What follows belongs to an exercise in optimizing a design on an open flow for small area; a production flow would make more cautious choices.
Only simulation tests tie the RTL to the original design; equivalence was not proved.
No activity file was given, so power comes from the tool's default toggle rates.

==> flow/design.v (excerpt) <==
module game_core (
    input  logic        Clk,
    input  logic        Reset,           
    input  logic        frame_clk,       
    input  logic [7:0]  keycode,
    input  logic [9:0]  DrawX,
    input  logic [9:0]  DrawY,
    output logic        is_ball,
    output logic [3:0]  is_enemy,
    output logic        is_platform,
    output logic        is_shield,
    output logic        is_punch,
    output logic [3:0]  is_attack,
    output logic [13:0] player_location,
    output logic [13:0] Ball_X,
    output logic [13:0] Ball_Y,
    output logic        ball_direction,
    output logic [55:0] enemy_loc,
    output logic [55:0] Enemy_X,
    output logic [55:0] Enemy_Y,
    output logic [3:0]  enemy_direction,
    output logic [3:0]  is_enemy_shield,
    output logic [3:0]  is_enemy_attack,
    output logic [2:0]  health_out,
    output logic        game_over,
    output logic [3:0]  dead,
    output logic        all_dead,
    output logic        changeFrame,
    output logic [13:0] left_bound
);
==> flow/config.mk <==
export PLATFORM = sky130hd
export DESIGN_NAME = game_core
export DESIGN_NICKNAME = game_core
export VERILOG_FILES = /design/flow/design.v
export SDC_FILE = /design/flow/constraint.sdc
export NUM_CORES = 8
export LEC_CHECK = 0
export ABC_AREA = 1
export CAP_MARGIN = 10
export CORE_MARGIN = 2
export CORE_UTILIZATION = 45
export CTS_CLUSTER_DIAMETER = 115
export CTS_CLUSTER_SIZE = 22
export PLACE_DENSITY = 0.8
export SLEW_MARGIN = 10
==> flow/constraint.sdc <==
create_clock -name core_clock -period 25.0 [get_ports {Clk}]
set_input_delay 5.0000 -clock core_clock [delete_from_list [all_inputs] [get_ports {Clk}]]
set_output_delay 5.0000 -clock core_clock [all_outputs]
set_load 0.01 [all_outputs]
standard.sh (not shown) runs the stock make flow with config.mk's settings and CLKGATE_MAP_FILE= SYNTH_SCRIPT=/design/flow/synth_recipe.tcl, a recipe that flattens the netlist after the stock synthesis.
==> flow/flow/run.sh <==
#!/bin/bash
# Own layout flow: the standard synthesis; then the combinational logic of
# the synthesized netlist is re-mapped for area with ABC (flip-flops are kept
# as they are: same instances, names and cells; several ABC random seeds are
# tried in parallel and the smallest netlist is kept); then the standard
# layout from floorplan to the final layout, with the smallest buffer on each
# port.  Each tool's output goes to a log file of its own in this folder.
set -euo pipefail
here=$(pwd)
flowdir=$here/flow
results=$here/orfs/results/${FLOW_PLATFORM}/game_core/base
lib=$FLOW_HOME/platforms/${FLOW_PLATFORM}/lib/sky130_fd_sc_hd__tt_025C_1v80.lib
yosys_bin=$FLOW_HOME/../tools/install/yosys/bin/yosys
[ -x "$yosys_bin" ] || yosys_bin=yosys

# 1. standard synthesis
bash standard.sh synth > $here/log_1_synth.txt 2>&1

# 2. area re-mapping of the combinational logic, in two passes; each pass
#    tries several ABC seeds in parallel and keeps the smallest netlist
du=""
for c in $(cat $flowdir/dontuse.txt); do du="$du -dont_use $c"; done
printf 'set_driving_cell sky130_fd_sc_hd__buf_1\nset_load 5\n' > $here/remap_abc.constr
remap_pass() {  # remap_pass NAME INPUT.v DSTIME SEEDS... ; leaves the best as NAME_best.v
  local name=$1 input=$2 dstime=$3; shift 3
  local s
  for s in "$@"; do
    sed "s/@SEED@/$s/; s/@TIME@/$dstime/" $flowdir/remap.abc > $here/${name}_$s.abc
    cat > $here/${name}_$s.ys <<EOY
read_liberty -ignore_miss_func $lib
blackbox $(tr '\n' ' ' < $flowdir/seqcells.txt)
read_verilog $input
hierarchy -top $FLOW_TOP
rename -hide c:_*
flatten
opt_clean -purge
abc -liberty $lib $du -script $here/${name}_$s.abc -constr $here/remap_abc.constr
opt_clean -purge
hilomap -singleton -hicell sky130_fd_sc_hd__conb_1 HI -locell sky130_fd_sc_hd__conb_1 LO
splitnets
opt_clean -purge
insbuf -buf sky130_fd_sc_hd__buf_4 A X
opt_clean -purge
tee -o $here/${name}_stat_$s.txt stat -liberty $lib
write_verilog -noattr -noexpr -nohex -nodec $here/${name}_out_$s.v
EOY
    $yosys_bin -s $here/${name}_$s.ys > $here/log_2_${name}_$s.txt 2>&1 &
  done
  wait
  local best="" bestarea="" a
  for s in "$@"; do
    a=$(sed -n "s/.*Chip area for module.*: \([0-9.]*\).*/\1/p" $here/${name}_stat_$s.txt 2>/dev/null | head -1)
    [ -n "$a" ] || continue
    if [ -z "$best" ] || awk "BEGIN{exit !($a < $bestarea)}"; then best=$s; bestarea=$a; fi
  done
  echo "$name: seed $best area $bestarea" >> $here/log_2_remap_choice.txt
  [ -n "$best" ]
  cp $here/${name}_out_$best.v $here/${name}_best.v
  echo "$bestarea" > $here/${name}_best_area.txt
}
cp $results/1_2_yosys.v $here/remap_in.v
remap_pass remap1 $here/remap_in.v 300 1 2 3 4 5 6 7 8 9 10 11 12 13 14 15 16
remap_pass remap2 $here/remap1_best.v 200 21 22 23 24 25 26 27 28
remap_pass remap3 $here/remap2_best.v 150 31 32 33 34 35 36 37 38
# keep the smallest netlist of the three passes
best=remap1
for p in remap2 remap3; do
  if awk "BEGIN{exit !($(cat $here/${p}_best_area.txt) < $(cat $here/${best}_best_area.txt))}"; then best=$p; fi
done
echo "kept: $best" >> $here/log_2_remap_choice.txt
cp $here/${best}_best.v $results/1_2_yosys.v
touch $results/1_2_yosys.v

# 3. standard layout from the re-mapped netlist
bash standard.sh BUFFER_PORTS_ARGS="-buffer_cell sky130_fd_sc_hd__buf_1" finish > $here/log_3_layout.txt 2>&1
Other scripts of this flow, unchanged in this note and not shown: flow/flow/dontuse.txt, flow/flow/remap.abc, flow/flow/seqcells.txt
The baseline finished clean.
Then changed:
--- a/flow/flow/run.sh
+++ b/flow/flow/run.sh
@@ -61,12 +61,10 @@
 cp $results/1_2_yosys.v $here/remap_in.v
-remap_pass remap1 $here/remap_in.v 300 1 2 3 4 5 6 7 8 9 10 11 12 13 14 15 16
-remap_pass remap2 $here/remap1_best.v 200 21 22 23 24 25 26 27 28
-remap_pass remap3 $here/remap2_best.v 150 31 32 33 34 35 36 37 38
-# keep the smallest netlist of the three passes
-best=remap1
-for p in remap2 remap3; do
-  if awk "BEGIN{exit !($(cat $here/${p}_best_area.txt) < $(cat $here/${best}_best_area.txt))}"; then best=$p; fi
-done
-echo "kept: $best" >> $here/log_2_remap_choice.txt
-cp $here/${best}_best.v $results/1_2_yosys.v
+remap_pass remap1 $here/remap_in.v 300 1 2 3 4 5 6 7 8 9 10 11 12
+remap_pass remap2 $here/remap1_best.v 150 11 12 13 14 15 16 17 18
+# keep the second pass only if it improved on the first
+if awk "BEGIN{exit !($(cat $here/remap2_best_area.txt) < $(cat $here/remap1_best_area.txt))}"; then
+  cp $here/remap2_best.v $results/1_2_yosys.v
+else
+  cp $here/remap1_best.v $results/1_2_yosys.v
+fi
 touch $results/1_2_yosys.v
CAP_MARGIN = 5   (was 10)
CORE_UTILIZATION = 65   (was 45)
PLACE_DENSITY = 0.85   (was 0.8)
SLEW_MARGIN = 5   (was 10)
After rerunning: Fmax is about the same. Design area shrinks by 1.7%. Setup slack degrades by 33 ps. Sequential power stays flat. Total power came out lower by 1.6%. Utilization grows by 21 points. Routed wire length goes down by 5.8%. Sequential share of layout area increases by 0.38 points. Synthesized cell count hardly moves. Critical path depth stays the same.
Then changed:
CAP_MARGIN = 10   (was 5)
CORE_UTILIZATION = 45   (was 65)
PLACE_DENSITY = 0.9   (was 0.85)
SLEW_MARGIN = 10   (was 5)
Maximum frequency goes up by 1.1%.
First-iteration DRC count goes down by 18%.
Cell area goes up by 1.7%.
Critical path depth stays the same.
Then changed:
CORE_UTILIZATION = 70   (was 45)
Clock power goes down by 11%.
Die area goes down by 35%.
Design area goes down by 1.8%.
Setup slack gets worse by 160 ps.
Global-route usage goes up by 19 points.
Sequential share of layout area goes up by 0.39 points.
Synthesized cell count does not change.
Power goes down by 3.3%.
Final cell count goes down by 5.2%.
Then changed:
CORE_UTILIZATION = 45   (was 70)
PLACE_DENSITY = 0.8   (was 0.9)
Effect: Power came out higher by 1.4%. Non-clock buffer count came out higher by 12. Routed wire length came out higher by 3.6%. Global-route usage came out lower by 19 points. Core utilization came out lower by 27 points. Sequential power hardly moves. Worst setup slack is worse by 40 ps. Via count came out lower by 7.0%. Synthesized area is unchanged. Sequential share of layout area came out lower by 0.37 points. Register-to-register slack is better by 370 ps.
Then changed:
CORE_UTILIZATION = 60   (was 45)
PLACE_DENSITY = 0.85   (was 0.8)
=> First-iteration DRC count climbs by 13%. Sequential power barely changes. Sequential share of layout area increases by 0.27 points. Synthesized area is unchanged. Core utilization came out higher by 16 points. Via count came out higher by 0.50%. Worst hold slack improves by 16 ps. Fmax goes up by 1.2%.

## separate check: timing with driven ports
The flow's constraints put no driver on any port. The routed layouts listed below were extracted and timed again, unchanged, in two steps. Step 1 sets driving cells, clkbuf_16 on the clock port and buf_2 on the other inputs (assumed; they add their load-dependent delay and slew). Step 2 adds t to the input delays and takes it off the output delays; t is the mean of the earliest and latest rising clock arrival at the registers after step 1. Input paths then give back, and output paths get back, about the clock's delay inside the block. Three values: ideal ports, drivers, drivers and shift; two values: the first two.
run | t, ns | setup WS [ns] | worst setup path at the end | clock arrival spread, ns | slew at the worst register clock pin (ns)
the first run | 0.607 | 10.078 / 10.052 / 10.052 | input to output | 0.038 / 0.038 | 0.11 / 0.11
the second run | 0.585 | 10.046 / 10.024 / 10.024 | input to output | 0.031 / 0.031 | 0.12 / 0.12
the third run | 0.603 | 10.204 / 10.180 / 10.180 | input to output | 0.067 / 0.067 | 0.12 / 0.12
the fourth run | 0.597 | 10.046 / 10.018 / 10.018 | input to output | 0.025 / 0.025 | 0.11 / 0.11
the fifth run | 0.595 | 10.006 / 9.982 / 9.982 | input to output | 0.041 / 0.041 | 0.11 / 0.11
the sixth run | 0.587 | 10.185 / 10.162 / 10.162 | input to output | 0.031 / 0.031 | 0.11 / 0.11
After both steps every run listed still meets setup and hold. The setup slack of the fourth run, which loses most, moves by -0.028 ns with the drivers and by -0.028 ns with both steps.
